This is an optimization exercise on Yosys and OpenROAD, whose aim is small area, a short achievable clock period and few clock cycles, not a production implementation. RTL that was checked went through simulation tests only; none was proved equivalent to the original. Only the layout flow was run in run 4; the RTL was not checked for function there. Power and IR drop assume default switching activity.

`design.v`:
```
`default_nettype none
module riscv32i (
    input  wire         clk,
    input  wire [31:0]  GPIO0_R0_CH1,    
    input  wire [31:0]  GPIO0_R0_CH2,    
    input  wire [31:0]  GPIO0_R1_CH1,    
    input  wire [31:0]  GPIO0_R1_CH2,    
    output wire         STOP_sim,
    output wire         data_mem_enb,
    output wire [3:0]   data_mem_web,
    output wire [31:0]  data_mem_addrb,
    output wire [31:0]  data_mem_dinb,
    input  wire [31:0]  data_mem_doutb,
    output wire         ins_mem_enb,
    output wire [31:0]  ins_mem_addrb,
    input  wire [31:0]  ins_mem_doutb
);
    reg  [1:0] ctl_prev;
    reg        rst_p, start_p, run;
    always @(posedge clk) begin
        ctl_prev <= GPIO0_R0_CH1[1:0];
        rst_p    <= GPIO0_R0_CH1[1] & ~ctl_prev[1];
        start_p  <= GPIO0_R0_CH1[0] & ~ctl_prev[0];
    end
    wire reset = rst_p;
    always @(posedge clk)
        if (reset)        run <= 1'b0;
        else if (start_p) run <= 1'b1;
    wire go = run | start_p;
    reg  [31:0] pc_f;            
    reg  [31:0] pc_d;            
    reg         d_valid;
    reg         x_valid;
    reg  [31:0] x_a, x_b, x_t, x_c2;
    reg  [31:0] noff;            
    reg  [4:0]  x_sh;            
    reg         xa_m1, xa_m2, xb_m1, xb_m2;    
    reg  [4:0]  x_rd;
    reg         x_we;            
    reg  [2:0]  x_f3;
    reg         x_sub, x_arith, x_uset, x_link, x_br, x_pred, x_jalr, x_ld, x_st;
    reg  [31:0] m1_res;
    reg  [4:0]  m1_rd;
    reg         m1_we, m1_ld;
    reg  [2:0]  m1_f3;
    reg  [31:0] m2_res;
    reg  [4:0]  m2_rd;
    reg         m2_we, m2_ld;
    reg  [2:0]  m2_f3;
    reg  [1:0]  m2_al;
    reg         dm_en;
    reg  [3:0]  dm_we;
    reg  [31:0] dm_addr, dm_din;
    reg  [31:0] rf [1:31];
    reg  [31:0] rfv;
    wire [31:0] m2_wdata;
    wire [31:0] ins = ins_mem_doutb;
    wire [6:0]  op  = ins[6:0];
    wire [4:0]  rd  = ins[11:7];
    wire [2:0]  f3  = ins[14:12];
    wire [4:0]  rs1 = ins[19:15];
    wire [4:0]  rs2 = ins[24:20];
    wire op_lui   = (op == 7'b0110111);
    wire op_auipc = (op == 7'b0010111);
    wire op_jal   = (op == 7'b1101111);
    wire op_jalr  = (op == 7'b1100111);
    wire op_br    = (op == 7'b1100011);
    wire op_ld    = (op == 7'b0000011);
    wire op_st    = (op == 7'b0100011);
    wire op_alur  = (op == 7'b0110011);
    wire [31:0] imm_i = {{20{ins[31]}}, ins[31:20]};
    wire [31:0] imm_s = {{20{ins[31]}}, ins[31:25], ins[11:7]};
    wire [31:0] imm_b = {{19{ins[31]}}, ins[31], ins[7], ins[30:25], ins[11:8], 1'b0};
    wire [31:0] imm_u = {ins[31:12], 12'b0};
    wire [31:0] imm_j = {{11{ins[31]}}, ins[31], ins[19:12], ins[20], ins[30:21], 1'b0};
    wire use_rs1 = ~(op_lui | op_auipc | op_jal);
    wire use_rs2 = op_alur | op_br | op_st;
    wire wr_rd   = ~(op_br | op_st) & (rd != 5'd0);
    wire [31:0] x_res;
    wire f21 = m2_we & (m2_rd == rs1);
    wire f22 = m2_we & (m2_rd == rs2);
    wire [31:0] rf1 = (rs1 == 5'd0 || !rfv[rs1]) ? 32'd0 : rf[rs1];
    wire [31:0] rf2 = (rs2 == 5'd0 || !rfv[rs2]) ? 32'd0 : rf[rs2];
    wire [31:0] rv1 = f21 ? m2_wdata : rf1;
    wire [31:0] rv2 = f22 ? m2_wdata : rf2;
    wire ld_x  = x_we & x_ld;
    wire ld_m1 = m1_we & m1_ld;
    wire replay = (use_rs1 & ((ld_x & (x_rd == rs1)) | (ld_m1 & (m1_rd == rs1)))) |
                  (use_rs2 & ((ld_x & (x_rd == rs2)) | (ld_m1 & (m1_rd == rs2))));
    wire [31:0] sum_j = pc_d + imm_j;
    wire [31:0] sum_b = pc_d + imm_b;
    wire [31:0] sum_u = pc_d + imm_u;
    wire [31:0] pc4   = pc_d + 32'd4;
    wire pred = op_br & ins[31];             
    wire        x_redir;
    wire [31:0] x_target;
    wire d_ok    = go & d_valid & ~x_redir;
    wire d_pass  = d_ok & ~replay;
    wire d_redir = d_pass & (op_jal | pred);
    assign ins_mem_enb   = go | ~d_valid;
    assign ins_mem_addrb = pc_f;
    always @(posedge clk) begin
        if (reset) begin
            pc_f    <= GPIO0_R1_CH1;
            d_valid <= 1'b0;
        end else if (!go) begin
            if (!d_valid) begin
                d_valid <= 1'b1;
                pc_d    <= pc_f;
                pc_f    <= pc_f + 32'd4;
            end
        end else begin
            pc_d <= pc_f;
            if (x_redir) begin
                pc_f    <= x_target;
                d_valid <= 1'b0;
            end else if (d_ok & replay) begin
                pc_f    <= pc_d;
                d_valid <= 1'b0;
            end else if (d_redir) begin
                pc_f    <= op_jal ? sum_j : sum_b;
                d_valid <= 1'b0;
            end else begin
                pc_f    <= pc_f + 32'd4;
                d_valid <= 1'b1;
            end
        end
    end
    always @(posedge clk) begin
        if (reset) begin
            x_valid <= 1'b0;
            x_we    <= 1'b0;
        end else begin
            x_valid <= d_pass;
            x_we    <= d_pass & wr_rd;
        end
        x_rd   <= rd;
        x_f3   <= f3;
        x_a    <= rv1;
        xa_m1  <= x_we & (x_rd == rs1);
        xa_m2  <= m1_we & (m1_rd == rs1);
        xb_m1  <= use_rs2 & x_we & (x_rd == rs2);
        xb_m2  <= use_rs2 & m1_we & (m1_rd == rs2);
        x_b    <= (op_alur | op_br | op_st) ? rv2 :
                  op_lui ? imm_u : op_auipc ? sum_u : imm_i;
        x_sh   <= op_alur ? rv2[4:0] : ins[24:20];
        x_t    <= (pred | op_jal | op_jalr) ? pc4 : sum_b;
        x_c2   <= op_st ? imm_s : imm_i;
        x_sub  <= op_alur & ins[30];
        x_arith <= ins[30];
        x_uset <= op_lui | op_auipc;
        x_link <= op_jal | op_jalr;
        x_br   <= op_br;
        x_pred <= pred;
        x_jalr <= op_jalr;
        x_ld   <= op_ld;
        x_st   <= op_st;
    end
    wire [31:0] a  = xa_m1 ? m1_res : xa_m2 ? m2_res : x_a;
    wire [31:0] b  = xb_m1 ? m1_res : xb_m2 ? m2_res : x_b;
    wire [4:0]  sh = xb_m1 ? m1_res[4:0] : xb_m2 ? m2_res[4:0] : x_sh;
    wire [31:0] sum   = x_sub ? a - b : a + b;
    wire        eq    = (a == b);
    wire        ltu   = (a < b);
    wire        lt    = (a[31] != b[31]) ? a[31] : ltu;
    wire [31:0] sll   = a << sh;
    wire signed [32:0] sa = {x_arith & a[31], a};
    wire signed [32:0] sr = sa >>> sh;
    wire [31:0] srx   = sr[31:0];
    reg  [31:0] alu;
    always @(*) begin
        case (x_f3)
            3'd0: alu = sum;
            3'd1: alu = sll;
            3'd2: alu = {31'd0, lt};
            3'd3: alu = {31'd0, ltu};
            3'd4: alu = a ^ b;
            3'd5: alu = srx;
            3'd6: alu = a | b;
            default: alu = a & b;
        endcase
    end
    assign x_res = x_link ? x_t : x_uset ? x_b : alu;
    reg cond;
    always @(*) begin
        case (x_f3)
            3'd0: cond = eq;
            3'd1: cond = ~eq;
            3'd4: cond = lt;
            3'd5: cond = ~lt;
            3'd6: cond = ltu;
            default: cond = ~ltu;
        endcase
    end
    always @(posedge clk) noff <= 32'd0 - GPIO0_R0_CH2;
    wire [31:0] addr = a + x_c2 + noff;
    assign x_redir  = x_valid & (x_jalr | (x_br & (cond ^ x_pred)));
    assign x_target = x_jalr ? {sum[31:1], 1'b0} : x_t;
    reg [3:0]  web;
    reg [31:0] wdat;
    always @(*) begin
        case (x_f3[1:0])
            2'd0: begin web = 4'b0001 << addr[1:0];         wdat = {4{b[7:0]}};  end
            2'd1: begin web = addr[1] ? 4'b1100 : 4'b0011;  wdat = {2{b[15:0]}}; end
            default: begin web = 4'b1111;                   wdat = b;            end
        endcase
    end
    always @(posedge clk) begin
        if (reset) begin
            dm_en <= 1'b0;
            dm_we <= 4'b0000;
        end else begin
            dm_en <= x_valid & (x_ld | x_st);
            dm_we <= (x_valid & x_st) ? web : 4'b0000;
        end
        dm_addr <= addr;
        dm_din  <= wdat;
    end
    assign data_mem_enb   = dm_en;
    assign data_mem_web   = dm_we;
    assign data_mem_addrb = dm_addr;
    assign data_mem_dinb  = dm_din;
    always @(posedge clk) begin
        if (reset) begin
            m1_we <= 1'b0;
            m2_we <= 1'b0;
        end else begin
            m1_we <= x_we;
            m2_we <= m1_we;
        end
        m1_rd  <= x_rd;
        m1_res <= x_res;
        m1_ld  <= x_ld;
        m1_f3  <= x_f3;
        m2_rd  <= m1_rd;
        m2_res <= m1_res;
        m2_ld  <= m1_ld;
        m2_f3  <= m1_f3;
        m2_al  <= dm_addr[1:0];
    end
    wire [31:0] lw  = data_mem_doutb;
    wire [15:0] lh  = m2_al[1] ? lw[31:16] : lw[15:0];
    wire [7:0]  lb  = m2_al[0] ? lh[15:8] : lh[7:0];
    reg  [31:0] ldv;
    always @(*) begin
        case (m2_f3)
            3'd0: ldv = {{24{lb[7]}}, lb};
            3'd1: ldv = {{16{lh[15]}}, lh};
            3'd4: ldv = {24'd0, lb};
            3'd5: ldv = {16'd0, lh};
            default: ldv = lw;
        endcase
    end
    assign m2_wdata = m2_ld ? ldv : m2_res;
    integer k;
    always @(posedge clk) begin
        for (k = 1; k < 32; k = k + 1)
            if (m2_we && m2_rd == k) rf[k] <= m2_wdata;
    end
    always @(posedge clk) begin
        if (reset) rfv <= 32'd0;
        else if (m2_we) rfv[m2_rd] <= 1'b1;
    end
    reg       hit, stop;
    reg [4:0] cnt;
    always @(posedge clk) begin
        if (reset) begin
            hit  <= 1'b0;
            cnt  <= 5'd0;
            stop <= 1'b0;
        end else begin
            if (dm_we == 4'b1111 && dm_addr[31:2] == 30'd0 && dm_din == GPIO0_R1_CH2)
                hit <= 1'b1;
            if (hit && cnt != 5'd31) cnt <= cnt + 5'd1;
            if (cnt >= 5'd30) stop <= 1'b1;
        end
    end
    assign STOP_sim = stop;
endmodule
```
`run.sh`:
```
#!/bin/bash
# synth_recipe.tcl (not shown) runs the flow's synth.tcl, then flattens the netlist and writes it again
# the make line also repeats each setting of config.mk as NAME=value (left out here)
make -C /OpenROAD-flow-scripts/flow DESIGN_CONFIG=/design/flow/config.mk WORK_HOME=/design/flow/orfs CLKGATE_MAP_FILE= SYNTH_SCRIPT=/design/flow/synth_recipe.tcl finish
```
`config.mk`:
```
export PLATFORM = sky130hd
export DESIGN_NAME = riscv32i
export DESIGN_NICKNAME = riscv32i
export VERILOG_FILES = /design/flow/design.v
export SDC_FILE = /design/flow/constraint.sdc
export NUM_CORES = 4
export LEC_CHECK = 0
export CAP_MARGIN = 20
export CORE_MARGIN = 2
export CORE_UTILIZATION = 30
export PLACE_DENSITY = 0.5
export SLEW_MARGIN = 20
```
`constraint.sdc`:
```
create_clock -name core_clock -period 10.0 [get_ports {clk}]
set_input_delay 2.0000 -clock core_clock [delete_from_list [all_inputs] [get_ports {clk}]]
set_output_delay 2.0000 -clock core_clock [all_outputs]
set_load 0.01 [all_outputs]
```
==> results of run 1 <==
-- metal layers --
layer	track usage, %	vias to the layer above
met5	0	-
met3	9.70	1446
li1	-	26800
met1	38.3	33100
met4	20.3	18
met2	45.1	5684
-- flip-flops by register name, summed over array words and instances, names as in the netlist, 5 cells and up --
signal,cells
rf,992
dm_addr,32
dm_din,32
m1_res,32
m2_res,32
noff,32
pc_d,32
pc_f,32
x_a,32
x_b,32
x_t,32
rfv,31
x_c2,12
cnt,5
m1_rd,5
m2_rd,5
x_rd,5
x_sh,5
-- logic make-up (layout without fill, tap and decap cells) --
group | Yosys count | count (layout) | share of synthesized area [%]
compound gates | 2188 | 2188 | 21.9
simple gates | 1621 | 1621 | 10.1
flops | 1422 | 1422 | 52.5
buf+inv | 681 | 993 | 3.49
mux | 305 | 305 | 4.55
xor+xnor | 279 | 279 | 3.29
fa+ha+maj | 228 | 228 | 4.21
other cells | 0 | 9 | 0
-- synth_stat cells, drive strengths merged (171+ instances only) --
cell / number
a21oi: 386
a221oi: 426
a22o: 334
clkbuf: 414
dfxtp: 366
edfxtp: 1056
ha: 191
inv: 199
mux2i: 249
nand2: 504
nor2: 509
o21ai: 234
xnor2: 171
-- critical path: stages (launching register included) --
cell       delay (ns)
dfxtp_2          0.80
buf_4            0.43
mux2i_1          0.23
nor2_1           0.05
a21oi_1          0.86
ha_1             0.49
nor4_1           0.63
nand3_1          0.30
nor4_1           0.44
nor3_1           0.08
a21oi_1          0.14
o211a_1          0.28
a2111oi_4        0.12
o21ai_4          0.54
buf_4            0.37
nand2b_1         0.32
a211oi_1         0.16
or4b_1           0.56
-- per-stage QoR --
step                hold slack (ns)  area (um2)  std cells  worst slack [ns]
floorplan                     0.310       74300       6724              4.76
global placement              0.321       82000      10100              2.89
detailed placement            0.316       82000      10100              2.95
CTS                           0.335       87200      10300              3.09
global route                  0.348       87200      10300              2.76
finish                        0.335       87200      10400              2.93
-- area by class of cell --
cell class / count / area [um2] / area share [%]
Sequential cell: 1422 / 39100 / 44.8
Multi-Input combinational cell: 4621 / 33600 / 38.5
Timing Repair Buffer: 506 / 4500 / 5.15
Clock buffer: 200 / 4190 / 4.81
Tap cell: 3312 / 4140 / 4.75
Clock inverter: 84 / 960 / 1.10
Inverter: 203 / 762 / 0.873
Antenna cell: 9 / 22.5 / 0.0258
-- how the worst max path moves through the flow --
stage	start	cells past startpoint	endpoint	slack, ns
2_1_floorplan	xb_m2	19	pc_f[14]	4.76
3_3_place_gp	ins_mem_doutb[8]	15	pc_f[31]	2.89
3_5_place_dp	ins_mem_doutb[8]	15	pc_f[31]	2.95
4_1_cts	xb_m2	17	pc_f[31]	3.09
5_1_grt	xb_m2	17	pc_f[31]	2.76
6_report	xb_m2	17	pc_f[31]	2.93
-- report_power, final --
part / internal (mW) / total (mW) / switching, mW
registers: 6.79 / 7.19 / 0.402
clock network: 3.35 / 5.93 / 2.58
logic: 1.12 / 3.25 / 2.12
-- cells in the final DEF (no fill, tap or decap), types with 26 or more instances in the layout --
| master | synthesis | layout |
|---|---|---|
| dfxtp_1 | 366 | 353 |
| o211ai_1 | 41 | 41 |
| nand4_1 | 155 | 155 |
| inv_1 | 199 | 199 |
| o221ai_1 | 26 | 26 |
| mux2i_1 | 249 | 249 |
| nand2_1 | 503 | 501 |
| nor2_1 | 507 | 415 |
| a22oi_1 | 138 | 138 |
| o21a_1 | 50 | 49 |
| clkdlybuf4s50_1 | 0 | 263 |
| a21oi_1 | 386 | 361 |
| a211oi_1 | 75 | 75 |
| a31oi_1 | 48 | 48 |
| a21boi_0 | 27 | 26 |
| o21ai_0 | 227 | 222 |
| nand3_1 | 99 | 97 |
| nor3_1 | 86 | 86 |
| nand2b_1 | 43 | 42 |
| a222oi_1 | 66 | 66 |
| a22o_1 | 334 | 334 |
| xnor2_1 | 171 | 171 |
| clkbuf_16 | 0 | 159 |
| clkinv_1 | 4 | 32 |
| nor2_4 | 0 | 90 |
| a21o_1 | 47 | 47 |
| a221oi_1 | 425 | 425 |
| nor2b_1 | 45 | 45 |
| mux2_2 | 33 | 33 |
| fa_1 | 37 | 37 |
| o22ai_1 | 86 | 86 |
| and3_1 | 28 | 27 |
| edfxtp_1 | 1056 | 1056 |
| clkbuf_1 | 414 | 35 |
| nor4_1 | 35 | 33 |
| xor2_1 | 108 | 108 |
| ha_1 | 191 | 191 |
| o32a_1 | 26 | 26 |
| buf_4 | 2 | 238 |
==> summary.md, run 1 <==
| Metric | Value |
|---|---|
| Synth Flop Type | `edfxtp_1` |
| Die H | `502 um` |
| Synth top area cells | `edfxtp_1, dfxtp_1, a221oi_1` |
| Mapped Nets | `approximately 7,100` |
| Fraction of layout instances using a drive strength above 1 | `around a tenth` |
| WL met3 | `around 50,000 um` |
| Die area | `~0.25 mm2` |
| Worst flop-to-flop path endpoint | `pc_f[31]` |
| CTS Sinks | `1,422` |
| Standard-cell rows | `182` |
| Fillers | `between 20,000 and 25,000` |
| Largest net degree at the start of global routing | `between 60 and 70` |
| RSZ-0062 raised after global routing | `false` |
| Skew-Pair Late Insertion Delay | `0.86 ns` |
| Crit end category | `register` |
| Number of synthesized register bits | `~1,400` |
| Max Freq | `between 100 and 150 MHz` |
| GP Congestion | `between 1 and 1.5` |
| # resized after CTS | `0` |
| WL/cell | `about 39 um` |
| Clock-pin slew on the worst setup and hold paths | `0.06 ns` |
| Ys async rst share | `0%` |
| Fin Setup TNS | `0 ns` |
| Port buffer count | `between 200 and 300` |
| Crit path time final | `a little over 7 ns` |
| Crit path kind | `register to register` |
| Syn Std Cell Area | `0.0743 mm2` |
| Global route overflow | `0` |
| R2R cell count | `17` |
| Worst Path Required | `roughly 11 ns` |
| Chip width | `502 um` |
| Slew @ Worst Pin | `approximately 1.3 ns` |
| Mean post-synth cell area | `around 11 um2` |
| I/O pin count | `between 200 and 300` |
| Hold Path Sink | `m2_f3[1]` |
| Post-synth top area share | `a little over two fifths` |
| Wire length of the first global-routing pass | `535,000 um` |
| CTS tree | `built` |
| Number of synthesized flops with an enable pin | `1,056` |
| Vias | `67,100` |
| Core box area | `approximately 0.25 mm2` |
| Number of library cell types mapped by synthesis | `between 90 and 100` |
| Worst Setup Start Kind | `register` |
| Status | `timing/DRC/antenna clean` |
| Met2 Wirelength | `169,000 um` |
| Antenna Nets Post-Route | `0` |
| Worst rel slew slack | `roughly 16%` |
| Max-cap violations | `0` |
| Remaining DRCs | `0` |
| Worst Path Max Fanout | `22` |
| CTS Buf Count | `156` |
| Post-Syn Instances | `6,724` |
| Hold Path Class | `register to register` |
| Via density | `approximately 6.5` |
| Layout overhead on the synthesized area | `17.4%` |
| Setup-failing EPs final | `0` |
| Vias in the first global route | `approximately 63,000` |
| Syn. warnings | `34` |
| Synth area leader | `edfxtp_1` |
| Reg2reg start | `xb_m2` |
| Peak supply drop | `211 uV` |
| Max layer used | `met5` |
| Initial antenna violation count | `22` |
| Sequential area share after synthesis | `52.5%` |
| Hold_buf cts | `0` |
| PwrDens | `188 mW/mm2` |
| Detailed Route WL | `roughly 400,000 um` |
| Period utilisation layout | `between 70% and 80%` |
| Net count reported at finish | `between 7,000 and 8,000` |
| Tot Pwr | `between 15 and 20 mW` |
| Final core utilization | `35.4%` |
| Hold_sp | `m1_f3[1]` |
| Min-Delay Path Depth | `0` |
| Worst path arrival time | `7.65 ns` |
| Setup bufs post-CTS | `0` |
| H-tree depth | `4` |
| Post-DP HPWL | `about 260,000 um` |
| Root buf cell | `clkbuf_16` |
| Final Hold Fails | `0` |
| Clk_skew | `between 0.06 and 0.07 ns` |
| Initial DRC count | `12,200` |
| Post-route met1 wirelength | `between 100,000 and 150,000 um` |
| Pre-antenna DRT Iters | `10` |
| Clock Tree Buf Depth | `3` |
| Max-slew violations | `0` |
| Initial Util | `a little over 30%` |
| Lkg Pwr | `around 30 nW` |
| GRT Total Usage | `between 30% and 40%` |
| Reg2Reg Setup Slack | `about 2.9 ns` |
Testbench counts, summed over its fixed seeds: cycles 32,556.
==> run 2: changes to the inputs <==
--- a/config.mk
+++ b/config.mk
@@ -8,5 +8,6 @@
 export CAP_MARGIN = 20
 export CORE_MARGIN = 2
-export CORE_UTILIZATION = 30
-export PLACE_DENSITY = 0.5
+export CORE_UTILIZATION = 50
+export PLACE_DENSITY = 0.65
+export SETUP_SLACK_MARGIN = 5
 export SLEW_MARGIN = 20
==> summary.md, run 2 <==
| Metric | Value |
|---|---|
| Reg2Reg Setup Slack | `4.78 ns` |
| Synth top area cells | `edfxtp_1, dfxtp_1, a221oi_1` |
| Max layer used | `met5` |
| Worst Path Max Fanout | `18` |
| Lkg Pwr | `31.2 nW` |
| Crit path kind | `input pin to register` |
| Pre-CTS setup slack | `~2.9 ns` |
| Initial antenna violation count | `20` |
| Antenna Nets Post-Route | `0` |
| Post-Syn Instances | `6,724` |
| Skew-Pair Late Insertion Delay | `between 0.8 and 0.9 ns` |
| Mapped Nets | `around 7,100` |
| Setup-failing EPs final | `0` |
| Net count reported at finish | `~7,400` |
| Post-DP HPWL | `around 240,000 um` |
| H-tree depth | `4` |
| Detailed Route WL | `around 380,000 um` |
| Critical Path Max Stage Delay | `0.92 ns` |
| Crit-path cells | `dlygate4sd2_1, nand3b_1, nor2_4, buf_4, a222oi_1, nand4_1, o22ai_1, o22ai_1` |
| Final Hold Fails | `0` |
| Worst Path Required | `10.65 ns` |
| Vias in the first global route | `roughly 64,000` |
| Status | `timing/DRC/antenna clean` |
| Top cell by count, worst path | `o22ai_1` |
| Hold_buf cts | `0` |
| Tot Pwr | `roughly 17 mW` |
| CTS Sinks | `1,422` |
| Core box area | `0.148 mm2` |
| Register Area | `0.0391 mm2` |
| Worst path slowest cell | `nor2_4` |
| Worst rel slew slack | `around 20%` |
| Most frequent cells in the layout | `edfxtp_1, nand2_1, a221oi_1` |
| Met2 Wirelength | `between 150,000 and 200,000 um` |
| Number of library cell types mapped by synthesis | `about 90` |
| Worst setup margin | `approximately 4.8 ns` |
| RSZ-0062 raised after global routing | `true` |
| Final core utilization | `59.8%` |
| GRT Total Usage | `47.7%` |
| Initial Util | `50.3%` |
| Chip width | `around 390 um` |
| Number of synthesized register bits | `1,422` |
| Post-synth top area share | `about 43%` |
| Root buf cell | `clkbuf_16` |
| Die area | `about 0.15 mm2` |
| Clk_skew | `0.0616 ns` |
| Register name with the most flops | `rf` |
| Largest net degree at the start of global routing | `61` |
| I/O pin count | `~300` |
| Wire length of the first global-routing pass | `slightly above 500,000 um` |
| Hold Path Class | `register to register` |
| Hold slack | `between 0.3 and 0.4 ns` |
| Initial DRC count | `around 14,000` |
| Fin Setup TNS | `0 ns` |
| Fillers | `between 10,000 and 15,000` |
| Number of synthesized flops with an enable pin | `~1,100` |
| Period utilisation layout | `between 50% and 60%` |
| Commonest non-fill, non-tap cell in the layout | `edfxtp_1` |
| Syn Std Cell Area | `between 0.07 and 0.08 mm2` |
| GP Congestion | `about 1.1` |
| WL/cell | `about 41 um` |
| Worst path arrival time | `around 6 ns` |
| WP buf/inv | `2` |
| WL met3 | `about 60,000 um` |
| Sequential area share after synthesis | `between 50% and 60%` |
| Global route overflow | `0` |
| Syn. warnings | `34` |
| Crit path time final | `approximately 5.2 ns` |
| Slew @ Worst Pin | `between 1 and 1.5 ns` |
| Clock Tree Buf Depth | `3` |
| Multi-input gate area | `approximately 0.035 mm2` |
| Pre-antenna DRT Iters | `11` |
| Via density | `~7.6` |
| Count leader, synth | `edfxtp_1` |
| Vias | `69,400` |
| Port buffer count | `roughly 270` |
| Max-cap violations | `0` |
| Ys async rst share | `0%` |
| CTS Buf Count | `around 150` |
| Max Freq | `about 190 MHz` |
| Post-route met1 wirelength | `approximately 130,000 um` |
| Die H | `a little under 400 um` |
| Remaining DRCs | `0` |
| Largest register FFs | `between 900 and 1,000` |
| CTS tree | `built` |
| Synth Flop Type | `edfxtp_1` |
| Cell family with most CP delay | `simple AND/OR/NAND/NOR gates` |
| Fraction of layout instances using a drive strength above 1 | `14.8%` |
| Worst Setup Start Kind | `input pin` |
| Post-synth top cells | `edfxtp_1, nor2_1, nand2_1` |
| Clock-pin slew on the worst setup and hold paths | `0.06 ns` |
| Max-slew violations | `0` |
| Peak supply drop | `179 uV` |
| Layout overhead on the synthesized area | `18.8%` |
| Crit end category | `register` |
| Standard-cell rows | `approximately 140` |
| PwrDens | `roughly 190 mW/mm2` |
| Mean post-synth cell area | `11.1 um2` |
| Synth area leader | `edfxtp_1` |
## run 2: cell counts after synthesis
Identical to the previous run, type by type.
## run 2: metal layers
| metal | global-route usage (%) | vias up |
|---|---|---|
| li1 | - | 27000 |
| met1 | 58.7 | 33200 |
| met2 | 66.9 | 7007 |
| met3 | 18.0 | 2129 |
| met4 | 38.0 | 16 |
| met5 | 0.893 | - |
## run 2: path summary, 6_finish.rpt
kind	cells past startpoint	start	end
setup / recovery	8	ins_mem_doutb[19]	x_a[28]
hold / removal	0	m1_f3[1]	m2_f3[1]
setup reg to reg	17	xb_m1	pc_f[14]
hold reg to reg	0	m1_f3[1]	m2_f3[1]
## run 2: per-stage QoR
step | cells | area [um2]
2_1_floorplan | 6724 | 74400
3_3_place_gp | 8657 | 80100
3_5_place_dp | 8658 | 80200
4_1_cts | 9015 | 87100
5_1_grt | 9073 | 88300
6_report | 9086 | 88300
## run 2: logic make-up after synthesis
group / Yosys count / synth area share, %
adders and majority gates: 228 / 4.21
AOI/OAI and AO/OA: 2188 / 21.9
xor gates and xnor gates: 279 / 3.29
DFF: 1422 / 52.5
and+or+nand+nor: 1621 / 10.1
buffers and inverters: 681 / 3.49
muxes: 305 / 4.55
## run 2: report_power, final
part           internal [mW]  leakage [nW]  total [mW]  switching, mW
Clock                   3.42          2.54        5.95           2.53
Sequential              6.79          12.7        7.17          0.385
Combinational           1.23          16.0        3.46           2.22
Total                   11.4          31.2        16.6           5.13
## run 2: what timing repair did
item                                    CTS  global route
resized for setup                       226           139
setup buffers                            69            47
cloned                                    9             5
hold endpoints to repair                  0             0
pin swaps                                35            40
endpoints found under the setup margin  260           126
## run 2: final cells by class
type / count / area share, %
Multi-Input combinational cell: 4625 / 39.7
Timing Repair Buffer: 607 / 6.43
Timing Repair inverter: 3 / 0.0227
Tap cell: 1930 / 2.74
Clock buffer: 182 / 4.55
Clock inverter: 97 / 1.39
Antenna cell: 17 / 0.0482
Inverter: 203 / 0.907
Sequential cell: 1422 / 44.2
==> run 3: changes to the inputs <==
==> flow/run.sh (new file) <==
#!/bin/bash
# Standard ORFS layout (the standard.sh), with these changes:
#  - port buffers are sky130_fd_sc_hd__buf_4 instead of the default delay-cell buffers
#  - the resizer may swap cells across footprints (MATCH_CELL_FOOTPRINT=0)
#  - setup repair aims for a margin of SETUP_SLACK_MARGIN below the design's period
set -euo pipefail
bash standard.sh \
  "BUFFER_PORTS_ARGS=-buffer_cell sky130_fd_sc_hd__buf_4" \
  MATCH_CELL_FOOTPRINT=0 \
  SETUP_SLACK_MARGIN=5.5 \
  finish > make_finish.log 2>&1
==> standard.sh (new file) <==
#!/bin/bash
# synth_recipe.tcl (not shown) runs the flow's synth.tcl, then flattens the netlist and writes it again
# the make line also repeats each setting of config.mk as NAME=value (left out here)
make -C /OpenROAD-flow-scripts/flow DESIGN_CONFIG=/design/flow/config.mk WORK_HOME=/design/flow/orfs CLKGATE_MAP_FILE= SYNTH_SCRIPT=/design/flow/synth_recipe.tcl "${@:-finish}"
--- a/config.mk
+++ b/config.mk
@@ -10,4 +10,3 @@
 export CORE_UTILIZATION = 50
 export PLACE_DENSITY = 0.65
-export SETUP_SLACK_MARGIN = 5
 export SLEW_MARGIN = 20
removed: run.sh
==> summary.md, run 3 <==
| Metric | Value |
|---|---|
| Ys async rst share | `0%` |
| CTS Buf Count | `151` |
| Crit path to | `pc_f[31]` |
| Reg2Reg Setup Slack | `4.90 ns` |
| Detailed Route WL | `around 380,000 um` |
| Number of synthesized register bits | `around 1,400` |
| Chip width | `slightly below 400 um` |
| Vias | `a little under 70,000` |
| Net count reported at finish | `roughly 7,400` |
| Syn. warnings | `34` |
| GP Congestion | `between 1 and 1.5` |
| Tot Pwr | `~17 mW` |
| Commonest non-fill, non-tap cell in the layout | `edfxtp_1` |
| Worst flop-to-flop path endpoint | `pc_f[31]` |
| Number of synthesized flops with an enable pin | `approximately 1,100` |
| Worst path arrival time | `5.66 ns` |
| Clk_skew | `between 0.07 and 0.08 ns` |
| Clock-pin slew on the worst setup and hold paths | `around 0.07 ns` |
| Worst rel slew slack | `between 10% and 20%` |
| Post-synth top area share | `between 40% and 50%` |
| Global route overflow | `0` |
| Top cell by count, worst path | `buf_4` |
| Placed Area | `~0.080 mm2` |
| Skew-Pair Late Insertion Delay | `roughly 0.84 ns` |
| Placed Cells | `about 8,600` |
| Post-DP HPWL | `about 230,000 um` |
| Mapped Nets | `7,145` |
| Final core utilization | `59.8%` |
| Fraction of layout instances using a drive strength above 1 | `around a fifth` |
| Most frequent cells in the layout | `edfxtp_1, buf_4, nand2_1` |
| Number of library cell types mapped by synthesis | `92` |
| Critical Path Max Stage Delay | `around 0.64 ns` |
| Crit path time final | `just over 5 ns` |
| Layout overhead on the synthesized area | `18.8%` |
| Reg2reg start | `xa_m2` |
| Synth area leader | `edfxtp_1` |
| Crit-path cells | `buf_4, clkbuf_16, mux2i_1, o21a_1, ha_1, nor3_1, nand4b_1, buf_4, o22ai_2, a21o_4, a311oi_4, a2111oi_4, o21ai_4, buf_12, nor2b_4, o211ai_1, or4b_1` |
| Antenna Nets Post-Route | `0` |
| Initial Util | `between 50% and 60%` |
| Initial DRC count | `around 14,000` |
| Design area | `0.0883 mm2` |
| Die area | `0.152 mm2` |
| Mean post-synth cell area | `~11 um2` |
| Cell family with most CP delay | `compound AO/OA/AOI/OAI gates` |
| WP buf/inv | `4` |
| Hold Path Class | `register to register` |
| Via density | `between 7 and 8` |
| Wire length of the first global-routing pass | `between 500,000 and 600,000 um` |
| Sequential area share after synthesis | `52.5%` |
| Synth top area cells | `edfxtp_1, dfxtp_1, a221oi_1` |
| Largest net degree at the start of global routing | `61` |
| Fillers | `12,100` |
| Remaining DRCs | `0` |
| Pre-antenna DRT Iters | `13` |
| Crit path launch | `xa_m2` |
| Hold slack | `0.327 ns` |
| Non-filler cells, final | `roughly 9,000` |
| Largest register FFs | `roughly 990` |
| Setup-failing EPs final | `0` |
| Lkg Pwr | `between 30 and 40 nW` |
| PwrDens | `~190 mW/mm2` |
| Worst Path Max Fanout | `10` |
| Max Freq | `between 150 and 200 MHz` |
| Die H | `between 300 and 400 um` |
| CTS tree | `built` |
| Period utilisation layout | `51.0%` |
| Worst setup margin | `4.90 ns` |
| Clock Tree Buf Depth | `3` |
| Max-cap violations | `0` |
| Crit path kind | `register to register` |
| Post-synth top cells | `edfxtp_1, nor2_1, nand2_1` |
| Crit end category | `register` |
| CTS Sinks | `~1,400` |
| Count leader, synth | `edfxtp_1` |
| Root buf cell | `clkbuf_16` |
| Status | `timing/DRC/antenna clean` |
| Slew @ Worst Pin | `about 1.3 ns` |
| Pre-CTS setup slack | `about 3.2 ns` |
| Post-Syn Instances | `between 6,000 and 7,000` |
| Syn Std Cell Area | `around 0.074 mm2` |
| Worst Path Required | `10.56 ns` |
| Standard-cell rows | `141` |
| Critical Path Stages | `17` |
| WL/cell | `about 42 um` |
| H-tree depth | `4` |
| R2R cell count | `17` |
| Port buffer count | `approximately 270` |
| Register name with the most flops | `rf` |
| Core box area | `about 0.15 mm2` |
| Max-slew violations | `0` |
| Final Hold Fails | `0` |
| Worst Setup Start Kind | `register` |
| Peak supply drop | `approximately 200 uV` |
| I/O pin count | `just under 300` |
| RSZ-0062 raised after global routing | `true` |
| GRT Total Usage | `roughly half` |
| Vias in the first global route | `around 63,000` |
| Fin Setup TNS | `0 ns` |
| Synth Flop Type | `edfxtp_1` |
| Initial antenna violation count | `19` |
| Worst path slowest cell | `o21a_1` |
==> run 3: repair_timing <==
item / CTS / global route
cloned: 11 / 2
gates resized for setup: 266 / 170
endpoints found under the setup margin: 215 / 141
setup buffers: 84 / 54
hold buffers: 0 / 0
pin swaps: 67 / 70
==> run 3: kinds of logic (layout without fill, tap and decap cells) <==
logic type | count (synthesis) | count (layout) | synth area share [%]
compound gates | 2188 | 2188 | 21.9
simple gates | 1621 | 1623 | 10.1
flops | 1422 | 1422 | 52.5
buf+inv | 681 | 1077 | 3.49
mux | 305 | 305 | 4.55
xor+xnor | 279 | 279 | 3.29
fa+ha+maj | 228 | 228 | 4.21
other cells | 0 | 18 | 0
==> run 3: cell type report <==
type / instances / area [um2] / share of cell area, %
inverters: 203 / 807 / 0.914
clock buffers: 191 / 4130 / 4.67
diodes: 18 / 45.0 / 0.0510
flip-flops and latches: 1422 / 39100 / 44.3
clock inverters: 85 / 1050 / 1.19
multi-input cells: 4623 / 35700 / 40.5
repair inverters: 2 / 10.0 / 0.0113
well taps: 1930 / 2410 / 2.74
repair buffers: 596 / 5000 / 5.66
==> run 3: per-layer routing <==
layer  global-route usage, %  part of all wire [%]
met5                    1.12                 0.090
met2                    68.8                    41
met3                    17.2                    15
met1                    59.8                    34
met4                    36.4                   9.9
==> run 3: power breakdown <==
| group | internal [mW] | leakage, nW | switching (mW) | total (mW) |
|---|---|---|---|---|
| combinational | 1.23 | 16.3 | 2.29 | 3.52 |
| sequential | 6.79 | 12.7 | 0.392 | 7.18 |
| clock | 3.35 | 2.49 | 2.55 | 5.89 |
==> run 3: how the worst min path moves through the flow <==
stage                    from         to  slack [ns]  cells after the start
floorplan            m1_f3[0]   m2_f3[0]        0.31                      0
global placement     m1_f3[1]   m2_f3[1]        0.31                      0
detailed placement   m1_f3[0]   m2_f3[0]        0.32                      0
CTS                 m1_res[3]  m2_res[3]        0.33                      0
global route         m1_f3[0]   m2_f3[0]        0.33                      0
finish               m1_f3[0]   m2_f3[0]        0.33                      0
==> run 4: changes to the inputs <==
--- a/design.v
+++ b/design.v
@@ -35,9 +35,10 @@
     reg  [31:0] noff;            
     reg  [4:0]  x_sh;            
-    reg         xa_m1, xa_m2, xb_m1, xb_m2;    
+    reg         xa_m1, xb_m1;    
+    reg         r_eq, r_ne, r_lt, r_ge, r_ltu, r_geu, r_jr;   
     reg  [4:0]  x_rd;
     reg         x_we;            
     reg  [2:0]  x_f3;
-    reg         x_sub, x_arith, x_uset, x_link, x_br, x_pred, x_jalr, x_ld, x_st;
+    reg         x_sub, x_arith, x_uset, x_link, x_jalr, x_ld, x_st;
     reg  [31:0] m1_res;
     reg  [4:0]  m1_rd;
@@ -78,17 +79,21 @@
     wire wr_rd   = ~(op_br | op_st) & (rd != 5'd0);
     wire [31:0] x_res;
+    wire f11 = m1_we & (m1_rd == rs1);
+    wire f12 = m1_we & (m1_rd == rs2);
     wire f21 = m2_we & (m2_rd == rs1);
     wire f22 = m2_we & (m2_rd == rs2);
     wire [31:0] rf1 = (rs1 == 5'd0 || !rfv[rs1]) ? 32'd0 : rf[rs1];
     wire [31:0] rf2 = (rs2 == 5'd0 || !rfv[rs2]) ? 32'd0 : rf[rs2];
-    wire [31:0] rv1 = f21 ? m2_wdata : rf1;
-    wire [31:0] rv2 = f22 ? m2_wdata : rf2;
+    wire [31:0] rv1 = f11 ? m1_res : f21 ? m2_wdata : rf1;
+    wire [31:0] rv2 = f12 ? m1_res : f22 ? m2_wdata : rf2;
     wire ld_x  = x_we & x_ld;
     wire ld_m1 = m1_we & m1_ld;
     wire replay = (use_rs1 & ((ld_x & (x_rd == rs1)) | (ld_m1 & (m1_rd == rs1)))) |
                   (use_rs2 & ((ld_x & (x_rd == rs2)) | (ld_m1 & (m1_rd == rs2))));
-    wire [31:0] sum_j = pc_d + imm_j;
-    wire [31:0] sum_b = pc_d + imm_b;
-    wire [31:0] sum_u = pc_d + imm_u;
+    wire [31:0] sum_j, sum_b, sum_u;
+    wire        co_j, co_b, co_u;
+    ks_add add_j (.a(pc_d), .b(imm_j), .ci(1'b0), .s(sum_j), .co(co_j));
+    ks_add add_b (.a(pc_d), .b(imm_b), .ci(1'b0), .s(sum_b), .co(co_b));
+    ks_add add_u (.a(pc_d), .b(imm_u), .ci(1'b0), .s(sum_u), .co(co_u));
     wire [31:0] pc4   = pc_d + 32'd4;
     wire pred = op_br & ins[31];             
@@ -127,11 +132,22 @@
         end
     end
+    wire bq = d_pass & op_br;
+    wire [2:0] bf = {f3[2:1], f3[0] ^ pred};
     always @(posedge clk) begin
         if (reset) begin
             x_valid <= 1'b0;
             x_we    <= 1'b0;
+            r_eq <= 1'b0; r_ne <= 1'b0; r_lt <= 1'b0; r_ge <= 1'b0;
+            r_ltu <= 1'b0; r_geu <= 1'b0; r_jr <= 1'b0;
         end else begin
             x_valid <= d_pass;
             x_we    <= d_pass & wr_rd;
+            r_eq  <= bq & (bf == 3'd0);
+            r_ne  <= bq & (bf == 3'd1);
+            r_lt  <= bq & (bf == 3'd4);
+            r_ge  <= bq & (bf == 3'd5);
+            r_ltu <= bq & (bf == 3'd6);
+            r_geu <= bq & (bf == 3'd7);
+            r_jr  <= d_pass & op_jalr;
         end
         x_rd   <= rd;
@@ -139,7 +155,5 @@
         x_a    <= rv1;
         xa_m1  <= x_we & (x_rd == rs1);
-        xa_m2  <= m1_we & (m1_rd == rs1);
         xb_m1  <= use_rs2 & x_we & (x_rd == rs2);
-        xb_m2  <= use_rs2 & m1_we & (m1_rd == rs2);
         x_b    <= (op_alur | op_br | op_st) ? rv2 :
                   op_lui ? imm_u : op_auipc ? sum_u : imm_i;
@@ -151,16 +165,17 @@
         x_uset <= op_lui | op_auipc;
         x_link <= op_jal | op_jalr;
-        x_br   <= op_br;
-        x_pred <= pred;
         x_jalr <= op_jalr;
         x_ld   <= op_ld;
         x_st   <= op_st;
     end
-    wire [31:0] a  = xa_m1 ? m1_res : xa_m2 ? m2_res : x_a;
-    wire [31:0] b  = xb_m1 ? m1_res : xb_m2 ? m2_res : x_b;
-    wire [4:0]  sh = xb_m1 ? m1_res[4:0] : xb_m2 ? m2_res[4:0] : x_sh;
-    wire [31:0] sum   = x_sub ? a - b : a + b;
+    wire [31:0] a  = xa_m1 ? m1_res : x_a;
+    wire [31:0] b  = xb_m1 ? m1_res : x_b;
+    wire [4:0]  sh = xb_m1 ? m1_res[4:0] : x_sh;
+    wire [31:0] sum, dif;
+    wire        co_s, co_d;
+    ks_add add_s (.a(a), .b(x_sub ? ~b : b), .ci(x_sub), .s(sum), .co(co_s));
+    ks_add add_d (.a(a), .b(~b), .ci(1'b1), .s(dif), .co(co_d));    
     wire        eq    = (a == b);
-    wire        ltu   = (a < b);
+    wire        ltu   = ~co_d;
     wire        lt    = (a[31] != b[31]) ? a[31] : ltu;
     wire [31:0] sll   = a << sh;
@@ -182,18 +197,12 @@
     end
     assign x_res = x_link ? x_t : x_uset ? x_b : alu;
-    reg cond;
-    always @(*) begin
-        case (x_f3)
-            3'd0: cond = eq;
-            3'd1: cond = ~eq;
-            3'd4: cond = lt;
-            3'd5: cond = ~lt;
-            3'd6: cond = ltu;
-            default: cond = ~ltu;
-        endcase
-    end
     always @(posedge clk) noff <= 32'd0 - GPIO0_R0_CH2;
-    wire [31:0] addr = a + x_c2 + noff;
-    assign x_redir  = x_valid & (x_jalr | (x_br & (cond ^ x_pred)));
+    wire [31:0] cs_s = a ^ x_c2 ^ noff;
+    wire [31:0] cs_c = (a & x_c2) | (a & noff) | (x_c2 & noff);
+    wire [31:0] addr;
+    wire        co_a;
+    ks_add add_a (.a(cs_s), .b({cs_c[30:0], 1'b0}), .ci(1'b0), .s(addr), .co(co_a));
+    assign x_redir  = (r_eq & eq) | (r_ne & ~eq) | (r_lt & lt) | (r_ge & ~lt) |
+                      (r_ltu & ltu) | (r_geu & ~ltu) | r_jr;
     assign x_target = x_jalr ? {sum[31:1], 1'b0} : x_t;
     reg [3:0]  web;
@@ -278,2 +287,32 @@
     assign STOP_sim = stop;
 endmodule
+module ks_add (
+    input  wire [31:0] a,
+    input  wire [31:0] b,
+    input  wire        ci,
+    output wire [31:0] s,
+    output wire        co
+);
+    wire [31:0] p0 = a ^ b;
+    wire [31:0] g0 = a & b;
+    wire [32:0] g [0:6];
+    wire [32:0] p [0:6];
+    assign g[0] = {g0, ci};
+    assign p[0] = {p0, 1'b0};
+    genvar k, i;
+    generate
+        for (k = 0; k < 6; k = k + 1) begin : lv
+            for (i = 0; i < 33; i = i + 1) begin : bt
+                if (i >= (1 << k)) begin : c
+                    assign g[k+1][i] = g[k][i] | (p[k][i] & g[k][i - (1 << k)]);
+                    assign p[k+1][i] = p[k][i] & p[k][i - (1 << k)];
+                end else begin : n
+                    assign g[k+1][i] = g[k][i];
+                    assign p[k+1][i] = p[k][i];
+                end
+            end
+        end
+    endgenerate
+    assign s  = p0 ^ g[6][31:0];
+    assign co = g[6][32];
+endmodule
==> summary.md, run 4 <==
| Metric | Value |
|---|---|
| Root buf cell | `clkbuf_16` |
| Peak supply drop | `about 160 uV` |
| Remaining DRCs | `0` |
| Max Freq | `208 MHz` |
| Worst Path Required | `~10 ns` |
| Fin Setup TNS | `0 ns` |
| Setup-failing EPs final | `0` |
| Final Hold Fails | `0` |
| CTS Sinks | `about 1,400` |
| Post-Syn Instances | `6,684` |
| Crit path kind | `input pin to register` |
| Detailed Route WL | `~370,000 um` |
| Sequential area share after synthesis | `53.0%` |
| Register name with the most flops | `rf` |
| Placed Cells | `approximately 8,600` |
| Slew @ Worst Pin | `1.17 ns` |
| Worst flop-to-flop path endpoint | `pc_f[7]` |
| Largest family of logic cells by synthesized area | `compound AO/OA/AOI/OAI gates` |
| Post-DP HPWL | `~220,000 um` |
| Hold Path Class | `register to register` |
| Post-synthesis compound-gate area fraction | `between 20% and 30%` |
| Clk_skew | `0.0585 ns` |
| Chip width | `388 um` |
| R2R cell count | `17` |
| Syn Std Cell Area | `0.0737 mm2` |
| Max-slew violations | `0` |
| Post-synth top cells | `edfxtp_1, nor2_1, nand2_1` |
| Synth Flop Type | `edfxtp_1` |
| Post-Synth Adder-Cell Area | `4.72%` |
| Vias in the first global route | `~65,000` |
| Min-Delay Path Depth | `0` |
| Hold_sp | `m1_f3[0]` |
| Most frequent cells in the layout | `edfxtp_1, buf_4, nand2_1` |
| Synth area leader | `edfxtp_1` |
| Vias | `70,000` |
| Via density | `around 7.7` |
| Largest register FFs | `roughly 1,000` |
| Antenna Nets Post-Route | `0` |
| Die H | `slightly below 400 um` |
| Port buffer count | `about 270` |
| Clock Tree Buf Depth | `3` |
| Post-synth top area share | `43.0%` |
| Mux contribution to synthesized area | `a little under 4%` |
| Clock-pin slew on the worst setup and hold paths | `roughly 0.06 ns` |
| Lkg Pwr | `approximately 31 nW` |
| Hold_buf cts | `0` |
| Die area | `0.151 mm2` |
| Layout overhead on the synthesized area | `19.6%` |
| Hold Path Sink | `m2_f3[0]` |
| Crit end category | `register` |
| Number of library cell types mapped by synthesis | `94` |
| Global route overflow | `0` |
| Standard-cell rows | `140` |
| Mean post-synth cell area | `about 11 um2` |
| Worst rel slew slack | `21.6%` |
| H-tree depth | `4` |
| Reg2reg start | `xa_m1` |
| Wire length of the first global-routing pass | `around 500,000 um` |
| Crit path launch | `data_mem_doutb[31]` |
| Syn. warnings | `35` |
| Period utilisation layout | `~48%` |
| Number of synthesized register bits | `1,425` |
| PwrDens | `between 150 and 200 mW/mm2` |
| Skew-Pair Late Insertion Delay | `approximately 0.83 ns` |
| Fraction of layout instances using a drive strength above 1 | `between 10% and 20%` |
| Core box area | `approximately 0.15 mm2` |
| Non-filler cells, final | `a little over 9,000` |
| WL/cell | `~40 um` |
| Commonest non-fill, non-tap cell in the layout | `edfxtp_1` |
| Ys async rst share | `0%` |
| Initial DRC count | `14,800` |
| Worst path arrival time | `5.13 ns` |
| I/O pin count | `296` |
| Mapped Nets | `~7,100` |
| CTS Buf Count | `150` |
| Count leader, synth | `edfxtp_1` |
| GRT Total Usage | `46.9%` |
| Pre-antenna DRT Iters | `17` |
| CTS tree | `built` |
| GP Congestion | `roughly 1.1` |
| Worst Path Max Fanout | `16` |
| Worst Setup Start Kind | `input pin` |
| Reg2Reg Setup Slack | `around 5.3 ns` |
| Synth Area in XOR/XNOR | `3.77%` |
| RSZ-0062 raised after global routing | `true` |
| Post-Synth Simple-Gate Area | `a little over a tenth` |
| Crit path time final | `4.82 ns` |
| Number of synthesized flops with an enable pin | `1,056` |
| Largest net degree at the start of global routing | `63` |
| Net count reported at finish | `between 7,000 and 8,000` |
| Initial Util | `slightly above 50%` |
| Status | `timing/DRC/antenna clean` |
| Max-cap violations | `0` |
| Initial antenna violation count | `17` |
| Synth top area cells | `edfxtp_1, dfxtp_1, a22oi_1` |
run 4: power by group:
group          switching (mW)  internal, mW  total (mW)  leakage [nW]
Clock                    2.54          3.09        5.63          2.33
Sequential              0.337          6.74        7.08          12.8
Combinational            1.79         0.984        2.77          16.4
Total                    4.66          10.8        15.5          31.5
run 4: critical path: stages:
cell	delay, ns
buf_4	0.18
mux4_2	0.48
nor3b_1	0.17
a21oi_1	0.22
a21oi_1	0.29
nor2_1	0.18
a21oi_1	0.11
mux2i_2	0.59
clkinvlp_2	0.89
run 4: how the worst max path moves through the flow:
stage / end / cells past startpoint
final: rf[1][14] / 9
after global routing: x_a[27] / 11
after CTS: pc_f[21] / 21
after detailed placement: pc_f[21] / 11
after global placement: pc_f[21] / 11
after floorplan: pc_f[27] / 13
run 4: logic make-up after synthesis:
| family | Yosys count |
|---|---|
| compound gates | 2152 |
| xor+xnor | 317 |
| fa+ha+maj | 257 |
| buf+inv | 623 |
| flops | 1425 |
| mux | 258 |
| simple gates | 1652 |
run 4: stage by stage:
stage	area (um2)	util (%)	setup slack [ns]	hold slack (ns)	total power [mW]
finish	88200	60.4	5.18	0.329	15.5
global route	88100	60.3	5.28	0.354	15.8
CTS	86400	59.1	5.40	0.331	15.2
detailed placement	79100	54.1	3.35	0.317	9.62
global placement	79000	54.1	3.40	0.314	9.60
floorplan	74000	-	5.32	0.310	8.49
run 4: what timing repair did:
action,CTS,global route
pin swaps,66,72
setup endpoints to repair,156,117
cloned,15,6
buffers inserted,113,97
endpoints found under the hold margin,0,0
resized for setup,250,175
run 4: cell type report:
class	instances	area (um2)
Antenna cell	22	55.1
Fill cell	11800	57900
Clock buffer	190	4020
Timing Repair inverter	6	32.5
Inverter	167	704
Multi-Input combinational cell	4643	35100
Tap cell	1917	2400
Sequential cell	1425	39100
Timing Repair Buffer	697	5890
Clock inverter	81	846
run 4: routing by layer:
metal	routed length [um]	global-route usage, %	vias up
li1	-	-	27000
met1	118000	54.5	32900
met2	146000	65.8	7537
met3	62600	21.8	2556
met4	41800	38.7	22
met5	249	0.734	-
==> run 5: changes to the inputs <==
--- a/design.v
+++ b/design.v
@@ -28,8 +28,10 @@
         else if (start_p) run <= 1'b1;
     wire go = run | start_p;
-    reg  [31:0] pc_f;            
+    reg  [31:0] pc_seq, pc_tgt;  
+    reg         use_tgt;
     reg  [31:0] pc_d;            
     reg         d_valid;
-    reg         x_valid;
+    reg         x_valid;         
+    reg         x_sq;            
     reg  [31:0] x_a, x_b, x_t, x_c2;
     reg  [31:0] noff;            
@@ -38,5 +40,7 @@
     reg         r_eq, r_ne, r_lt, r_ge, r_ltu, r_geu, r_jr;   
     reg  [4:0]  x_rd;
-    reg         x_we;            
+    reg         x_we_r;          
+    wire        x_we = x_we_r & ~x_sq;
+    wire        xv   = x_valid & ~x_sq;
     reg  [2:0]  x_f3;
     reg         x_sub, x_arith, x_uset, x_link, x_jalr, x_ld, x_st;
@@ -100,47 +104,46 @@
     wire        x_redir;
     wire [31:0] x_target;
-    wire d_ok    = go & d_valid & ~x_redir;
-    wire d_pass  = d_ok & ~replay;
-    wire d_redir = d_pass & (op_jal | pred);
+    wire [31:0] pc_f = use_tgt ? pc_tgt : pc_seq;
+    wire d_seq = go & d_valid & ~replay;           
     assign ins_mem_enb   = go | ~d_valid;
     assign ins_mem_addrb = pc_f;
+    always @(posedge clk) pc_tgt <= x_target;
     always @(posedge clk) begin
         if (reset) begin
-            pc_f    <= GPIO0_R1_CH1;
+            pc_seq  <= GPIO0_R1_CH1;
+            use_tgt <= 1'b0;
             d_valid <= 1'b0;
         end else if (!go) begin
+            use_tgt <= 1'b0;
             if (!d_valid) begin
                 d_valid <= 1'b1;
                 pc_d    <= pc_f;
-                pc_f    <= pc_f + 32'd4;
+                pc_seq  <= pc_f + 32'd4;
             end
         end else begin
-            pc_d <= pc_f;
-            if (x_redir) begin
-                pc_f    <= x_target;
-                d_valid <= 1'b0;
-            end else if (d_ok & replay) begin
-                pc_f    <= pc_d;
-                d_valid <= 1'b0;
-            end else if (d_redir) begin
-                pc_f    <= op_jal ? sum_j : sum_b;
-                d_valid <= 1'b0;
-            end else begin
-                pc_f    <= pc_f + 32'd4;
-                d_valid <= 1'b1;
-            end
+            pc_d    <= pc_f;
+            use_tgt <= x_redir;
+            d_valid <= ~x_redir & ~(d_valid & (replay | op_jal | pred));
+            if (d_valid & replay)
+                pc_seq <= pc_d;
+            else if (d_seq & (op_jal | pred))
+                pc_seq <= op_jal ? sum_j : sum_b;
+            else
+                pc_seq <= pc_f + 32'd4;
         end
     end
-    wire bq = d_pass & op_br;
+    wire bq = d_seq & op_br;
     wire [2:0] bf = {f3[2:1], f3[0] ^ pred};
     always @(posedge clk) begin
         if (reset) begin
             x_valid <= 1'b0;
-            x_we    <= 1'b0;
+            x_we_r  <= 1'b0;
+            x_sq    <= 1'b0;
             r_eq <= 1'b0; r_ne <= 1'b0; r_lt <= 1'b0; r_ge <= 1'b0;
             r_ltu <= 1'b0; r_geu <= 1'b0; r_jr <= 1'b0;
         end else begin
-            x_valid <= d_pass;
-            x_we    <= d_pass & wr_rd;
+            x_valid <= d_seq;
+            x_we_r  <= d_seq & wr_rd;
+            x_sq    <= x_redir;
             r_eq  <= bq & (bf == 3'd0);
             r_ne  <= bq & (bf == 3'd1);
@@ -149,5 +152,5 @@
             r_ltu <= bq & (bf == 3'd6);
             r_geu <= bq & (bf == 3'd7);
-            r_jr  <= d_pass & op_jalr;
+            r_jr  <= d_seq & op_jalr;
         end
         x_rd   <= rd;
@@ -203,6 +206,6 @@
     wire        co_a;
     ks_add add_a (.a(cs_s), .b({cs_c[30:0], 1'b0}), .ci(1'b0), .s(addr), .co(co_a));
-    assign x_redir  = (r_eq & eq) | (r_ne & ~eq) | (r_lt & lt) | (r_ge & ~lt) |
-                      (r_ltu & ltu) | (r_geu & ~ltu) | r_jr;
+    assign x_redir  = ~x_sq & ((r_eq & eq) | (r_ne & ~eq) | (r_lt & lt) | (r_ge & ~lt) |
+                               (r_ltu & ltu) | (r_geu & ~ltu) | r_jr);
     assign x_target = x_jalr ? {sum[31:1], 1'b0} : x_t;
     reg [3:0]  web;
@@ -220,6 +223,6 @@
             dm_we <= 4'b0000;
         end else begin
-            dm_en <= x_valid & (x_ld | x_st);
-            dm_we <= (x_valid & x_st) ? web : 4'b0000;
+            dm_en <= xv & (x_ld | x_st);
+            dm_we <= (xv & x_st) ? web : 4'b0000;
         end
         dm_addr <= addr;
--- a/config.mk
+++ b/config.mk
@@ -8,5 +8,7 @@
 export CAP_MARGIN = 20
 export CORE_MARGIN = 2
-export CORE_UTILIZATION = 50
-export PLACE_DENSITY = 0.65
+export CORE_UTILIZATION = 40
+export CTS_CLUSTER_DIAMETER = 80
+export CTS_CLUSTER_SIZE = 24
+export PLACE_DENSITY = 0.6
 export SLEW_MARGIN = 20
==> summary.md, run 5 <==
| Metric | Value |
|---|---|
| Status | `timing/DRC/antenna clean` |
| Skew-Pair Late Insertion Delay | `approximately 0.84 ns` |
| Worst Path Required | `between 10 and 15 ns` |
| Hold_buf cts | `0` |
| Register name with the most flops | `rf` |
| Slew @ Worst Pin | `around 1.2 ns` |
| RSZ-0062 raised after global routing | `true` |
| Pre-CTS setup slack | `~3.6 ns` |
| Post-DP HPWL | `roughly 240,000 um` |
| Number of synthesized flops with an enable pin | `about 1,100` |
| Die H | `438 um` |
| Largest register FFs | `about 990` |
| Period utilisation layout | `between 40% and 50%` |
| Die area | `between 0.15 and 0.2 mm2` |
| Post-route met1 wirelength | `between 100,000 and 150,000 um` |
| Sequential area share after synthesis | `52.9%` |
| Tot Pwr | `15.1 mW` |
| GP Congestion | `around 1.0` |
| Crit path kind | `input pin to register` |
| Mapped Nets | `between 7,000 and 8,000` |
| Reg2Reg Setup Slack | `between 5 and 6 ns` |
| Wire length of the first global-routing pass | `510,000 um` |
| Chip width | `roughly 440 um` |
| Hold_sp | `m1_f3[1]` |
| Core box area | `between 0.15 and 0.2 mm2` |
| Setup-failing EPs final | `0` |
| Post-synth top area share | `approximately 42%` |
| Hold slack | `between 0.3 and 0.4 ns` |
| Met2 Wirelength | `~160,000 um` |
| Reg2reg start | `xa_m1` |
| Pre-antenna DRT Iters | `13` |
| Via density | `~7` |
| Remaining DRCs | `0` |
| Vias | `between 60,000 and 70,000` |
| Worst setup margin | `~5.4 ns` |
| Antenna Nets Post-Route | `0` |
| WL met3 | `about 55,000 um` |
| Commonest non-fill, non-tap cell in the layout | `edfxtp_1` |
| CTS Buf Count | `92` |
| Lkg Pwr | `just over 30 nW` |
| Fraction of layout instances using a drive strength above 1 | `between 10% and 20%` |
| Syn. warnings | `35` |
| Initial DRC count | `roughly 13,000` |
| Synth Flop Type | `edfxtp_1` |
| Clock-pin slew on the worst setup and hold paths | `about 0.10 ns` |
| Standard-cell rows | `159` |
| Peak supply drop | `183 uV` |
| H-tree depth | `3` |
| Worst rel slew slack | `20.7%` |
| GRT Total Usage | `between 30% and 40%` |
| Ys async rst share | `0%` |
| Max-cap violations | `0` |
| Post-Syn Instances | `6,869` |
| Max Freq | `between 200 and 250 MHz` |
| Root buf cell | `clkbuf_16` |
| Count leader, synth | `edfxtp_1` |
| Synth area leader | `edfxtp_1` |
| Hold Path Class | `register to register` |
| WL/cell | `between 30 and 40 um` |
| Mean post-synth cell area | `11.0 um2` |
| Final Hold Fails | `0` |
| Max-slew violations | `0` |
| CTS Sinks | `~1,500` |
| Global route overflow | `0` |
| Number of library cell types mapped by synthesis | `93` |
| Clock Tree Buf Depth | `3` |
| Crit path launch | `ins_mem_doutb[18]` |
| PwrDens | `around 170 mW/mm2` |
| Max layer used | `met5` |
| Detailed Route WL | `around 380,000 um` |
| Post-synth top cells | `edfxtp_1, a22oi_1, nor2_1` |
| Port buffer count | `265` |
| Worst Path Max Fanout | `19` |
| Largest net degree at the start of global routing | `65` |
| Crit path time final | `4.60 ns` |
| Syn Std Cell Area | `0.0753 mm2` |
| Net count reported at finish | `approximately 7,600` |
| Initial Util | `roughly two fifths` |
| CTS tree | `built` |
| Vias in the first global route | `about 64,000` |
| Fin Setup TNS | `0 ns` |
| Synth top area cells | `edfxtp_1, dfxtp_1, a22oi_1` |
| Clk_skew | `around 0.087 ns` |
| I/O pin count | `slightly below 300` |
| Most frequent cells in the layout | `edfxtp_1, a22oi_1, buf_4` |
| Worst path arrival time | `~5.3 ns` |
| Crit end category | `register` |
| Layout overhead on the synthesized area | `14.9%` |
| Number of synthesized register bits | `roughly 1,500` |
| Worst Setup Start Kind | `input pin` |
| Fillers | `approximately 17,000` |
| Initial antenna violation count | `22` |
[run 5: changes by cell type after synthesis, moves of 47 or more]
cell / delta
a22oi_1: +322
a221oi_1: -167
a22o_1: -147
buf_2: +88
clkbuf_1: -81
xnor2_1: +50
nor2_1: +47
xor2_1: -47
[run 5: worst max-delay path, stage by stage]
cell and delay, ns:
buf_4 0.26, nand3b_1 0.38, nor2_4 0.16, buf_4 0.49, buf_4 0.60, a22o_1 0.25, a221oi_1 0.05, nand3_1 0.11
nor3_1 0.08, nor3_1 0.61, a21oi_1 0.09, a21oi_1 0.17
[run 5: final timing paths]
check | endpoint | depth (start not counted)
hold / removal | m2_f3[1] | 0
hold reg to reg | m2_f3[1] | 0
setup / recovery | x_a[8] | 12
setup reg to reg | d_valid | 14
[run 5: layout make-up]
type | instances | area, um2 | share of cell area [%]
Multi-Input combinational cell | 4764 | 34600 | 40.0
Antenna cell | 23 | 57.6 | 0.0666
Clock inverter | 57 | 803 | 0.929
Inverter | 180 | 708 | 0.819
Clock buffer | 107 | 2410 | 2.79
Timing Repair Buffer | 628 | 4980 | 5.76
Tap cell | 2495 | 3120 | 3.61
Sequential cell | 1459 | 39800 | 46.0
[run 5: logic make-up (layout without fill, tap and decap cells)]
family,count (synthesis),in the layout,synth area share [%]
adder cells (fa/ha/maj),257,257,4.62
AND/OR/NAND/NOR,1721,1721,10.8
AO/OA/AOI/OAI,2162,2162,19.9
multiplexers,304,304,4.58
buffers and inverters,646,972,3.47
other,0,23,0
XOR/XNOR,320,320,3.72
flip-flops,1459,1459,52.9
[run 5: per-layer routing]
layer  up-vias  GRT usage (%)
met5         -          0.199
li1      27100              -
met4        22           27.7
met1     32900           45.4
met2      6490           56.3
met3      1919           13.9
[run 5: power by group]
part           internal [mW]  switching (mW)
registers               6.98           0.460
clock network           1.91            2.43
logic                   1.16            2.13
total                   10.0            5.02
[run 5: timing repair]
action	CTS	global route
resized for setup	106	102
setup buffers	37	60
endpoints found under the setup margin	171	95
gates cloned	0	1
pin swaps	18	22
[run 5: stage by stage]
stage          instances  utilization, %  instance area [um2]
2_1_floorplan       6869               -                75300
3_3_place_gp        9427            43.4                81300
3_5_place_dp        9428            43.4                81300
4_1_cts             9629            45.6                85400
5_1_grt             9691            46.1                86400
6_report            9713            46.1                86500
Testbench counts of run 5, summed over its fixed seeds: cycles 32,556.
==> run 6: changes to the inputs <==
--- a/config.mk
+++ b/config.mk
@@ -9,6 +9,4 @@
 export CORE_MARGIN = 2
 export CORE_UTILIZATION = 40
-export CTS_CLUSTER_DIAMETER = 80
-export CTS_CLUSTER_SIZE = 24
 export PLACE_DENSITY = 0.6
 export SLEW_MARGIN = 20
==> summary.md, run 6 <==
| Metric | Value |
|---|---|
| Status | `timing/DRC/antenna clean` |
| Mapped Nets | `~7,300` |
| Syn Std Cell Area | `between 0.07 and 0.08 mm2` |
| CTS Buf Count | `160` |
| Die H | `roughly 440 um` |
| Post-synth top area share | `between 40% and 50%` |
| Clock Tree Buf Depth | `3` |
| Vias in the first global route | `~64,000` |
| PwrDens | `190 mW/mm2` |
| Worst Setup Start Kind | `input pin` |
| Number of library cell types mapped by synthesis | `93` |
| Synth Area in XOR/XNOR | `3.72%` |
| Crit path launch | `ins_mem_doutb[15]` |
| Max-slew violations | `0` |
| Non-filler cells, final | `just under 10,000` |
| Lkg Pwr | `around 32 nW` |
| I/O pin count | `around 300` |
| Number of synthesized register bits | `1,459` |
| Largest net degree at the start of global routing | `65` |
| Via density | `7.00` |
| Worst Path Max Fanout | `25` |
| Skew-Pair Late Insertion Delay | `roughly 0.87 ns` |
| Fraction of layout instances using a drive strength above 1 | `17.4%` |
| Post-Syn Instances | `just under 7,000` |
| Clock-pin slew on the worst setup and hold paths | `approximately 0.060 ns` |
| Max-cap violations | `0` |
| Count leader, synth | `edfxtp_1` |
| Placed Cells | `9,428` |
| Post-Synth Simple-Gate Area | `10.8%` |
| RSZ-0062 raised after global routing | `true` |
| Antenna Nets Post-Route | `0` |
| Worst path arrival time | `around 5.4 ns` |
| Mux contribution to synthesized area | `under 10%` |
| Die area | `roughly 0.19 mm2` |
| Global route overflow | `0` |
| H-tree depth | `4` |
| WP buf/inv | `2` |
| Post-synth top cells | `edfxtp_1, a22oi_1, nor2_1` |
| Detailed Route WL | `381,000 um` |
| Largest family of logic cells by synthesized area | `compound AO/OA/AOI/OAI gates` |
| Root buf cell | `clkbuf_16` |
| Tot Pwr | `around 17 mW` |
| CTS Sinks | `between 1,000 and 1,500` |
| Pre-antenna DRT Iters | `13` |
| Register name with the most flops | `rf` |
| Worst path slowest cell | `buf_4` |
| Reg2reg start | `xa_m1` |
| Post-synthesis compound-gate area fraction | `19.9%` |
| Crit path time final | `4.67 ns` |
| Fin Setup TNS | `0 ns` |
| Post-Synth Adder-Cell Area | `under 10%` |
| Most frequent cells in the layout | `edfxtp_1, a22oi_1, buf_4` |
| Final Hold Fails | `0` |
| Crit-path cells | `buf_4, or2_2, nor2_4, buf_4, a22oi_1, nand3_1, nor4_1, nor3_2, a21oi_1, a21oi_1` |
| Number of synthesized flops with an enable pin | `around 1,100` |
| Critical Path Max Stage Delay | `roughly 0.74 ns` |
| Setup-failing EPs final | `0` |
| CTS tree | `built` |
| Largest register FFs | `992` |
| GP Congestion | `1.02` |
| Hold Path Class | `register to register` |
| Crit end category | `register` |
| Hold_sp | `m1_f3[1]` |
| Vias | `~70,000` |
| Synth Flop Type | `edfxtp_1` |
| Initial antenna violation count | `28` |
| Initial Util | `between 40% and 50%` |
| Standard-cell rows | `159` |
| Synth top area cells | `edfxtp_1, dfxtp_1, a22oi_1` |
| Syn. warnings | `35` |
| Max Freq | `between 200 and 250 MHz` |
| Cell family with most CP delay | `simple AND/OR/NAND/NOR gates` |
| Worst rel slew slack | `between 10% and 20%` |
| Core box area | `0.187 mm2` |
| Mean post-synth cell area | `11.0 um2` |
| Wire length of the first global-routing pass | `512,000 um` |
| Net count reported at finish | `between 7,000 and 8,000` |
| Hold slack | `roughly 0.33 ns` |
| WL/cell | `between 30 and 40 um` |
| Slew @ Worst Pin | `between 1 and 1.5 ns` |
| Remaining DRCs | `0` |
| Final core utilization | `a little under half` |
| Peak supply drop | `roughly 150 uV` |
| Sequential area share after synthesis | `a little over half` |
| Post-DP HPWL | `about 240,000 um` |
| Commonest non-fill, non-tap cell in the layout | `edfxtp_1` |
| GRT Total Usage | `between 30% and 40%` |
| Chip width | `438 um` |
| Clk_skew | `0.0823 ns` |
| Ys async rst share | `0%` |
| Reg2Reg Setup Slack | `5.49 ns` |
| Initial DRC count | `roughly 13,000` |
| Worst Path Required | `between 10 and 15 ns` |
| Port buffer count | `~270` |
| Synth area leader | `edfxtp_1` |
| Hold_buf cts | `0` |
| Crit path kind | `input pin to register` |
| Layout overhead on the synthesized area | `17.6%` |
| Period utilisation layout | `46.7%` |
## run 6: cell type report
| class | instances | area [um2] |
|---|---|---|
| repair buffers | 629 | 4990 |
| flip-flops and latches | 1459 | 39800 |
| well taps | 2495 | 3120 |
| clock inverters | 92 | 1010 |
| multi-input cells | 4764 | 34600 |
| fillers | 17000 | 98900 |
| clock buffers | 201 | 4320 |
| inverters | 180 | 698 |
| diodes | 13 | 32.5 |
## run 6: worst paths after layout
path,cells past startpoint,endpoint
worst max-delay path,10,x_a[20]
worst min-delay path,0,m2_f3[1]
worst max register to register,14,m1_res[18]
worst min register to register,0,m2_f3[1]
## run 6: logic make-up after synthesis
| group | Yosys count |
|---|---|
| and+or+nand+nor | 1721 |
| AOI/OAI and AO/OA | 2162 |
| buffers and inverters | 646 |
| xor gates and xnor gates | 320 |
| DFF | 1459 |
| adders and majority gates | 257 |
| muxes | 304 |
## run 6: routing by layer
metal | part of all wire [%] | track usage (%)
met1 | 34 | 45.6
met4 | 9.8 | 28.2
met5 | 0.11 | 0.199
met2 | 42 | 56.3
met3 | 14 | 14.0
## run 6: per-stage QoR
step	instance area, um2	setup slack, ns
after floorplan	75300	5.44
after global placement	81300	3.61
after detailed placement	81300	3.63
after CTS	87500	5.40
after global routing	88500	5.41
final	88500	5.33
## run 6: repair_timing
item / CTS / global route
buffers inserted: 36 / 60
pin swaps: 19 / 19
gates cloned: 0 / 2
resized for setup: 103 / 99
setup endpoints to repair: 173 / 98
## run 6: worst reg2reg max path, delay by kind of cell, from the launching register on
| family | cells | cell delay [ns] |
|---|---|---|
| simple gates | 2 | 0.66 |
| compound gates | 5 | 1.14 |
| flops | 1 | 0.41 |
| xor+xnor | 1 | 0.77 |
| buf+inv | 4 | 0.78 |
| fa+ha+maj | 1 | 0.32 |
| mux | 1 | 0.34 |
## run 6: power breakdown
| group | internal [mW] | switching [mW] | total [mW] |
|---|---|---|---|
| logic | 1.15 | 2.13 | 3.29 |
| registers | 6.99 | 0.459 | 7.45 |
| clock network | 3.45 | 2.63 | 6.09 |
| total | 11.6 | 5.22 | 16.8 |
